Source: an optimization exercise on an open RTL-to-GDS flow (aim: small area, a short achievable clock period and few clock cycles per item). Production flows keep margins and buffers that such runs may drop. Function was checked by simulation only, so behaviour that the tests miss may differ from the original.

== v50 ==
==> flow/design.v (excerpt) <==
module vs4x400_core (
    input clk, input reset,
    input start_search,
    input [9:0] vector_count,
    input [7:0] dim_size,
    output reg [11:0] mem_addr,
    input signed [63:0] mem_data,
    output [31:0] max_score,
    output reg [7:0] winner_id,
    output reg busy
);
    reg fetch;             
    reg first;             
    reg [4:0] krem;        
    reg [8:0] vrem;        
    wire last_word = (krem == 5'd1);
    wire last_vec = (vrem == 9'd1);
    always @(posedge clk or posedge reset) begin
        if (reset) begin
            fetch <= 1'b0;
            mem_addr <= 12'd0;
        end else begin
            fetch <= start_search | (fetch & ~(last_word & last_vec));
            mem_addr <= fetch ? mem_addr + 12'd1 : 12'd0;
        end
    end
    always @(posedge clk) begin
        krem <= (~fetch | last_word) ? dim_size[7:3] : krem - 5'd1;
        vrem <= ~fetch ? vector_count[8:0] : (last_word ? vrem - 9'd1 : vrem);
        first <= ~fetch | last_word;
    end
    reg [63:0] d1;
    wire [47:0] enc0;
    reg [47:0] enc1;
    assign enc0[0] = mem_data[8] ^ 1'b0;
    assign enc0[1] = (mem_data[9] & ~mem_data[8] & ~1'b0) | (~mem_data[9] & mem_data[8] & 1'b0);
    assign enc0[2] = mem_data[9];
    assign enc0[3] = mem_data[10] ^ mem_data[9];
    assign enc0[4] = (mem_data[11] & ~mem_data[10] & ~mem_data[9]) | (~mem_data[11] & mem_data[10] & mem_data[9]);
    assign enc0[5] = mem_data[11];
    assign enc0[6] = mem_data[12] ^ mem_data[11];
    assign enc0[7] = (mem_data[13] & ~mem_data[12] & ~mem_data[11]) | (~mem_data[13] & mem_data[12] & mem_data[11]);
    assign enc0[8] = mem_data[13];
    assign enc0[9] = mem_data[14] ^ mem_data[13];
    assign enc0[10] = (mem_data[15] & ~mem_data[14] & ~mem_data[13]) | (~mem_data[15] & mem_data[14] & mem_data[13]);
    assign enc0[11] = mem_data[15];
    assign enc0[12] = mem_data[24] ^ 1'b0;
    assign enc0[13] = (mem_data[25] & ~mem_data[24] & ~1'b0) | (~mem_data[25] & mem_data[24] & 1'b0);
    assign enc0[14] = mem_data[25];
    assign enc0[15] = mem_data[26] ^ mem_data[25];
    assign enc0[16] = (mem_data[27] & ~mem_data[26] & ~mem_data[25]) | (~mem_data[27] & mem_data[26] & mem_data[25]);
  ...
clock: 16.0 ns
lec_check: 0
cap_margin: 20
core_margin: 2
core_utilization: 40
slew_margin: 20
standard.sh (not shown) runs the stock make flow with config.mk's settings and CLKGATE_MAP_FILE= SYNTH_SCRIPT=/design/flow/synth_recipe.tcl, a recipe that flattens the netlist after the stock synthesis.
==> flow/flow/run.sh <==
#!/bin/bash
# The standard layout (standard synthesis unchanged), with two changes to how the layout is
# made: every port still gets a buffer, but outputs get buf_4 and inputs buf_1 instead of the
# delay buffer buffer_ports picks by default (flow/ports.tcl); and the resizer's repair aims for setup slack
# below the clock period. Each tool's output is in orfs/logs; make's output in standard.log.
set -euo pipefail
here=$(pwd)
bash standard.sh \
  PRE_GLOBAL_PLACE_TCL="$here/flow/ports.tcl" \
  SETUP_SLACK_MARGIN=11.7 \
  finish > standard.log 2>&1
==> flow/flow/ports.tcl <==
# Sourced before global placement (PRE_GLOBAL_PLACE_TCL). global_place.tcl then calls
# buffer_ports; this wraps it so that every port still gets a buffer, but inputs get buf_1 and
# outputs buf_4 instead of the delay buffer buffer_ports picks by default.
rename buffer_ports my_std_buffer_ports
proc buffer_ports {args} {
  my_std_buffer_ports -inputs -buffer_cell sky130_fd_sc_hd__buf_1
  my_std_buffer_ports -outputs -buffer_cell sky130_fd_sc_hd__buf_4
}
Testbench counts of v50, summed over its fixed seeds: cycles 76,099, words 75,811.
### v50 -> v48
- a change of CORE_UTILIZATION from 40 to 55
==> run notes <==
Comparing v48 and v50, the lower via count of the first global-routing pass is on v48.
v48 vs. v50: data required time at the worst endpoint flat.
Taking v50 as the reference, in v48 maximum number of pins on one net before global-route repair now sits lower; post-route clock period utilization now sits at about the same level.
Diff v50 -> v48 | placeable core area | down by more than a quarter
When v48 is set beside v50, its maximum fanout along the worst path turns out to be 9 smaller.
Input-level comparison between v3 and v48:
- CORE_UTILIZATION: 55 -> 40
==> flow/flow/ports.tcl <==
# Sourced before global placement (PRE_GLOBAL_PLACE_TCL). global_place.tcl then calls
# buffer_ports; this wraps it so that every port still gets a buffer, but inputs get buf_1 and
# outputs buf_4 instead of the delay buffer buffer_ports picks by default. The port buffers are
# marked dont_touch so that later timing repair keeps them.
rename buffer_ports my_std_buffer_ports
proc buffer_ports {args} {
  my_std_buffer_ports -inputs -buffer_cell sky130_fd_sc_hd__buf_1
  my_std_buffer_ports -outputs -buffer_cell sky130_fd_sc_hd__buf_4
  set n 0
  foreach inst [get_cells {input* output*}] {
    set_dont_touch $inst
    incr n
  }
  puts "ports.tcl: $n port buffers marked dont_touch"
}
## What came out
- clock tree synthesis: v3 exited with error
- On count of buffers inserted at the top-level ports, v48 and v3 are neck and neck.
- v48 -> v3: share of cell area taken by muxes after synthesis flat
- Against v48, routability congestion estimate in v3 fell slightly.
- Row number of standard-cell rows in the floorplan: v3 higher / v48 lower
- The final reports for v3 and v48 show x dimension of the die higher in the former.
The inputs of v12 differ from those of v3 as listed below.
-- flow/flow/run.sh --
<<< v3, line 8
bash standard.sh \
  PRE_GLOBAL_PLACE_TCL="$here/flow/ports.tcl" \
  SETUP_SLACK_MARGIN=11.7 \
  finish > standard.log 2>&1
>>> v12, line 8
bash standard.sh \
  PRE_GLOBAL_PLACE_TCL="$here/flow/ports.tcl" \
  SETUP_SLACK_MARGIN=11.9 \
  finish > standard.log 2>&1
==> flow/flow/ports.tcl <==
# Sourced before global placement (PRE_GLOBAL_PLACE_TCL). global_place.tcl then calls
# buffer_ports; this wraps it so that every port still gets a buffer, but inputs get buf_1 and
# outputs buf_4 instead of the delay buffer buffer_ports picks by default.
rename buffer_ports my_std_buffer_ports
proc buffer_ports {args} {
  my_std_buffer_ports -inputs -buffer_cell sky130_fd_sc_hd__buf_1
  my_std_buffer_ports -outputs -buffer_cell sky130_fd_sc_hd__buf_4
}
Notes after the runs:
- v12: all stages complete, timing, DRC and antenna checks passed
- Comparing v12 against v3, there is no change at all in synthesized cell count.
- Sequential fraction of the synthesis area of v3 is on par with v12.
- As far as number of synthesized flops with an enable pin goes, v12 and v3 are indistinguishable; the numbers are identical.
- Comparing v12 against v3, there is no change at all in number of CTS-inserted buffers.
- From v3 to v12, die width did not move at all.
- Summary of the comparison: final estimated routing congestion in global placement is lower in v12, relative to v3.
- HPWL after detailed placement came out lower on v12 than on v3.
- v12 vs. v3: share of synthesized area spent on multiplexers neither gained nor lost much, cell count after placement roughly the same, total cell area at the placement stage level.
- Pre-CTS setup slack up 0.078 ns in v12 wrt v3
diff inputs: v12 => v51
- CORE_UTILIZATION: 40 -> 55
- CTS_CLUSTER_DIAMETER: unset -> 150
- CTS_CLUSTER_SIZE: unset -> 50
-- flow/flow/run.sh --
<<< v12, line 8
bash standard.sh \
  PRE_GLOBAL_PLACE_TCL="$here/flow/ports.tcl" \
  SETUP_SLACK_MARGIN=11.9 \
  finish > standard.log 2>&1
>>> v51, line 8
bash standard.sh \
  PRE_GLOBAL_PLACE_TCL="$here/flow/ports.tcl" \
  SETUP_SLACK_MARGIN=11.7 \
  finish > standard.log 2>&1
A end point of the critical path of max_score[0] is what v12 shows, while winner_id[1] belongs to v51.
Diff v12 -> v51: total met2 wirelength after detailed routing went down, register-to-register slack now smaller, number of cells on the worst reg-to-reg path +3.
Total routing usage reported by global routing: v51 vs v12 up 6.8 points
Diff v12 -> v51 | worst-case setup margin in the final layout | increase of 0.043 ns
Relative to v12, the non-clock buffer count measured on v51 has decreased by more than 10%.
Input changes introduced in v7 (baseline for comparison: v51):
- CTS_BUF_LIST: unset -> sky130_fd_sc_hd__clkbuf_8
- CTS_CLUSTER_SIZE: 50 -> 30
- CORE_UTILIZATION: 55 -> 40
- CTS_CLUSTER_DIAMETER: 150 -> unset
--- outcome ---
Core utilization, v7 and v51, higher one = v51. v51 → v7: number of filler cells placed in the layout saw an increase; fraction of met1 tracks used by global routing decreased by 9.6 points relative to the old numbers.

---

alpha:
vs4x400_core, a different RTL version from the one above (not shown whole).
Size in the first run: ~1300 cells after synthesis, about 180 flip-flops, roughly 140 I/O pins, ~0.014 mm^2 of cells after synthesis.
Settings: LEC_CHECK=0, CAP_MARGIN=20, CORE_MARGIN=2, CORE_UTILIZATION=55, SLEW_MARGIN=20; clock period 16.0 ns.
==> flow/flow/run.sh <==
#!/bin/bash
# The standard layout, with three changes to how the layout is made:
# - synthesis skips the quick generic abc pass inside yosys's synth (SYNTH_ARGS=-noabc), so that
#   extract_fa sees the full-adder tree as the RTL writes it; the registers are the same, and the
#   final abc mapping runs as usual;
# - every port still gets a buffer, but outputs get buf_4 and inputs buf_1 instead of the delay
#   buffer buffer_ports picks by default (flow/ports.tcl);
# - the resizer's repair aims for setup slack below the clock period. Each tool's output is in orfs/logs; make's output in standard.log.
set -euo pipefail
here=$(pwd)
bash standard.sh \
  PRE_GLOBAL_PLACE_TCL="$here/flow/ports.tcl" \
  SETUP_SLACK_MARGIN=11.7 \
  SYNTH_ARGS=-noabc \
  finish > standard.log 2>&1
==> flow/flow/ports.tcl <==
# Sourced before global placement (PRE_GLOBAL_PLACE_TCL). global_place.tcl then calls
# buffer_ports; this wraps it so that every port still gets a buffer, but inputs get buf_1 and
# outputs buf_4 instead of the delay buffer buffer_ports picks by default.
rename buffer_ports my_std_buffer_ports
proc buffer_ports {args} {
  my_std_buffer_ports -inputs -buffer_cell sky130_fd_sc_hd__buf_1
  my_std_buffer_ports -outputs -buffer_cell sky130_fd_sc_hd__buf_4
}
alpha was carried through to the last stage, and its layout satisfied the timing, DRC and antenna checks.
Testbench counts of alpha, summed over its fixed seeds: cycles 76,099, words 75,811.
## Diff of input files: beta against alpha
diff --git a/flow/flow/run.sh b/flow/flow/run.sh
--- a/flow/flow/run.sh
+++ b/flow/flow/run.sh
@@ -12,3 +12,3 @@
   PRE_GLOBAL_PLACE_TCL="$here/flow/ports.tcl" \
-  SETUP_SLACK_MARGIN=11.7 \
+  SETUP_SLACK_MARGIN=11.8 \
   SYNTH_ARGS=-noabc \
--- outcome ---
Compared with alpha, beta shows filler-free cell count of the finished design higher by 52. The final-layout clock-cell area share of alpha and that of beta are within noise of each other. Hold slack essentially unchanged between beta and alpha.
--- input diff beta..gamma ---
# beta
export LEC_CHECK = 0
export CAP_MARGIN = 20
export CORE_MARGIN = 2
export CORE_UTILIZATION = 55
export SLEW_MARGIN = 20
create_clock -name core_clock -period 16.0 [get_ports {clk}]
# gamma
export LEC_CHECK = 0
export CAP_MARGIN = 20
export CORE_MARGIN = 2
export CORE_UTILIZATION = 55
export CTS_BUF_LIST = sky130_fd_sc_hd__clkbuf_8
export SLEW_MARGIN = 20
create_clock -name core_clock -period 16.0 [get_ports {clk}]
diff --git a/flow/flow/run.sh b/flow/flow/run.sh
--- a/flow/flow/run.sh
+++ b/flow/flow/run.sh
@@ -12,3 +12,3 @@
   PRE_GLOBAL_PLACE_TCL="$here/flow/ports.tcl" \
-  SETUP_SLACK_MARGIN=11.8 \
+  SETUP_SLACK_MARGIN=11.7 \
   SYNTH_ARGS=-noabc \
--- outcome ---
Across beta and gamma, the outcome is the same: a clean finish for every run.
Layout-stage area growth over the synthesis result (lower): gamma
| largest driver fanout on the critical path | beta vs gamma | ≈ equal |
Taking beta as the reference point, the met1 usage in global routing of gamma falls by 1.1 points.
Clock insertion delay at the later pin of the skew report: higher on gamma
Input changes introduced in delta (baseline for comparison: gamma):
# gamma
export LEC_CHECK = 0
export CAP_MARGIN = 20
export CORE_MARGIN = 2
export CORE_UTILIZATION = 55
export CTS_BUF_LIST = sky130_fd_sc_hd__clkbuf_8
export SLEW_MARGIN = 20
create_clock -name core_clock -period 16.0 [get_ports {clk}]
# delta
export LEC_CHECK = 0
export CAP_MARGIN = 20
export CORE_MARGIN = 2
export CORE_UTILIZATION = 65
export SLEW_MARGIN = 20
create_clock -name core_clock -period 16.0 [get_ports {clk}]
### Flow results
delta was carried through to the last stage, and its layout satisfied the timing, DRC and antenna checks.
Of the two values seen for source of the critical timing path, best[21] was produced by delta and best[0] by gamma.
The critical-path cell with the highest stage delay comes out sky130_fd_sc_hd__dfstp_2 in one run and sky130_fd_sc_hd__dfrtp_2 in the other, namely in gamma and delta respectively.
Smallest setup slack after layout improves in delta relative to gamma.
Area added between synthesis and finish: delta and gamma compared, lower one is delta

---

Another version of the RTL of vs4x400_core (not shown whole).
Size: ~1400 cells after synthesis, roughly 180 flip-flops, ~140 I/O pins.
## vs4x400_core
module vs4x400_core (
    input clk, input reset,
    input start_search,
    input [9:0] vector_count,
    input [7:0] dim_size,
    output reg [11:0] mem_addr,
    input signed [63:0] mem_data,
    output [31:0] max_score,
    output reg [7:0] winner_id,
    output reg busy
);
    reg fetch;             
    reg first;             
    reg [4:0] krem;        
    wire last_word = (krem == 5'd1);
    wire done;             
    always @(posedge clk or posedge reset) begin
        if (reset) begin
            fetch <= 1'b0;
            mem_addr <= 12'd0;
        end else begin
            fetch <= start_search | (fetch & ~done);
            mem_addr <= fetch ? mem_addr + 12'd1 : 12'd0;
        end
    end
    always @(posedge clk) begin
        krem <= (~fetch | last_word) ? dim_size[7:3] : krem - 5'd1;
        first <= ~fetch | last_word;
    end
    reg [63:0] d1;
    wire [47:0] enc0;
    reg [47:0] enc1;
    assign enc0[0] = mem_data[8] ^ 1'b0;
    assign enc0[1] = (mem_data[9] & ~mem_data[8] & ~1'b0) | (~mem_data[9] & mem_data[8] & 1'b0);
    assign enc0[2] = mem_data[9];
    assign enc0[3] = mem_data[10] ^ mem_data[9];
    assign enc0[4] = (mem_data[11] & ~mem_data[10] & ~mem_data[9]) | (~mem_data[11] & mem_data[10] & mem_data[9]);
    assign enc0[5] = mem_data[11];
    assign enc0[6] = mem_data[12] ^ mem_data[11];
    assign enc0[7] = (mem_data[13] & ~mem_data[12] & ~mem_data[11]) | (~mem_data[13] & mem_data[12] & mem_data[11]);
    assign enc0[8] = mem_data[13];
    assign enc0[9] = mem_data[14] ^ mem_data[13];
    assign enc0[10] = (mem_data[15] & ~mem_data[14] & ~mem_data[13]) | (~mem_data[15] & mem_data[14] & mem_data[13]);
    assign enc0[11] = mem_data[15];
    assign enc0[12] = mem_data[24] ^ 1'b0;
    assign enc0[13] = (mem_data[25] & ~mem_data[24] & ~1'b0) | (~mem_data[25] & mem_data[24] & 1'b0);
    assign enc0[14] = mem_data[25];
    assign enc0[15] = mem_data[26] ^ mem_data[25];
    assign enc0[16] = (mem_data[27] & ~mem_data[26] & ~mem_data[25]) | (~mem_data[27] & mem_data[26] & mem_data[25]);
    assign enc0[17] = mem_data[27];
    assign enc0[18] = mem_data[28] ^ mem_data[27];
    assign enc0[19] = (mem_data[29] & ~mem_data[28] & ~mem_data[27]) | (~mem_data[29] & mem_data[28] & mem_data[27]);
    assign enc0[20] = mem_data[29];
  ...
==> flow/config.mk <==
export PLATFORM = sky130hd
export DESIGN_NAME = vs4x400_core
export DESIGN_NICKNAME = vs4x400_core
export VERILOG_FILES = /design/flow/design.v
export SDC_FILE = /design/flow/constraint.sdc
export NUM_CORES = 4
export LEC_CHECK = 0
export CAP_MARGIN = 20
export CORE_MARGIN = 2
export CORE_UTILIZATION = 55
export SLEW_MARGIN = 20
==> flow/constraint.sdc <==
create_clock -name core_clock -period 16.0 [get_ports {clk}]
set_input_delay 3.2000 -clock core_clock [delete_from_list [all_inputs] [get_ports {clk}]]
set_output_delay 3.2000 -clock core_clock [all_outputs]
set_load 0.01 [all_outputs]
==> flow/flow/run.sh <==
#!/bin/bash
# The standard layout (standard synthesis unchanged), with two changes to how the layout is
# made: every port still gets a buffer, but outputs get buf_2 and inputs buf_1 instead of the
# delay buffer buffer_ports picks by default (flow/ports.tcl); and the resizer's repair aims for setup slack
# below the clock period. Each tool's output is in orfs/logs; make's output in standard.log.
set -euo pipefail
here=$(pwd)
bash standard.sh \
  PRE_GLOBAL_PLACE_TCL="$here/flow/ports.tcl" \
  SETUP_SLACK_MARGIN=11.7 \
  finish > standard.log 2>&1
==> flow/flow/ports.tcl <==
# Sourced before global placement (PRE_GLOBAL_PLACE_TCL). global_place.tcl then calls
# buffer_ports; this wraps it so that every port still gets a buffer, but inputs get buf_1 and
# outputs buf_2 instead of the delay buffer buffer_ports picks by default.
rename buffer_ports my_std_buffer_ports
proc buffer_ports {args} {
  my_std_buffer_ports -inputs -buffer_cell sky130_fd_sc_hd__buf_1
  my_std_buffer_ports -outputs -buffer_cell sky130_fd_sc_hd__buf_2
}
The first run went through all stages and came out clean.
Testbench counts at the start, summed over its fixed seeds: cycles 76,099, words 75,811.
Change:
--- a/flow/flow/run.sh
+++ b/flow/flow/run.sh
@@ -3 +3 @@
-# made: every port still gets a buffer, but outputs get buf_2 and inputs buf_1 instead of the
+# made: every port still gets a buffer, but outputs get buf_4 and inputs buf_1 instead of the
--- a/flow/flow/ports.tcl
+++ b/flow/flow/ports.tcl
@@ -3 +3 @@
-# outputs buf_2 instead of the delay buffer buffer_ports picks by default.
+# outputs buf_4 instead of the delay buffer buffer_ports picks by default.
@@ -7 +7 @@
-  my_std_buffer_ports -outputs -buffer_cell sky130_fd_sc_hd__buf_2
+  my_std_buffer_ports -outputs -buffer_cell sky130_fd_sc_hd__buf_4
CAP_MARGIN = 5   (was 20)
SLEW_MARGIN = 5   (was 20)
After rerunning: Sequential share of layout area hardly moves; sequential cell count is unchanged; worst hold slack gets worse by 0.015 ns; routed wire length falls by 0.51%.
Change:
CAP_MARGIN = 20   (was 5)
SLEW_MARGIN = 20   (was 5)
Effect: Core utilization barely changes. Synthesized area is unchanged. Setup slack stays flat. Clock-buffer cell count is unchanged. Wire length hardly moves. Non-clock buffer count does not change. Cell count stays the same. Hold slack is about the same. First-iteration DRC count goes down by a few percent.

==> what the ideal ports hide <==
In the flow no input, the clock included, has a driving cell. The finished layouts below were timed again as built, in two steps. Step 1: set_driving_cell puts a clkbuf_16 on clk and a buf_2 on each other input, an assumption about the parent block. Step 2 moves the port delays by t, midway between the first and last clock arrival at a register: inputs arrive t later, outputs are due t later. That takes back most of the time a late clock gives input paths. a / b / c = no drivers / after step 1 / after step 2; a / b = the first two.
run	shift t [ns]	slack for setup (ns)	slew at the worst register clock pin (ns)	pins driven straight from the clock port
v50	0.502	11.694 / 11.641 / 11.796	0.08 / 0.08	1
v48	0.482	11.714 / 11.666 / 11.768	0.08 / 0.08	1
v12	0.506	11.671 / 11.618 / 11.785	0.08 / 0.08	1
v51	0.482	11.714 / 11.666 / 11.768	0.08 / 0.08	1
v7	0.542	11.632 / 11.587 / 11.751	0.12 / 0.12	1
alpha	0.486	11.715 / 11.665 / 11.345	0.09 / 0.09	1
beta	0.491	11.714 / 11.663 / 11.337	0.08 / 0.08	1
gamma	0.520	11.663 / 11.617 / 11.360	0.12 / 0.12	1
delta	0.492	11.702 / 11.655 / 11.355	0.08 / 0.08	1
the first run of note 3	0.483	11.712 / 11.661 / 11.429	0.08 / 0.08	1
the second run of note 3	0.487	11.720 / 11.672 / 11.310	0.08 / 0.08	1
the third run of note 3	0.486	11.721 / 11.673 / 11.311	0.08 / 0.08	1
After both steps every run listed still meets setup and hold.
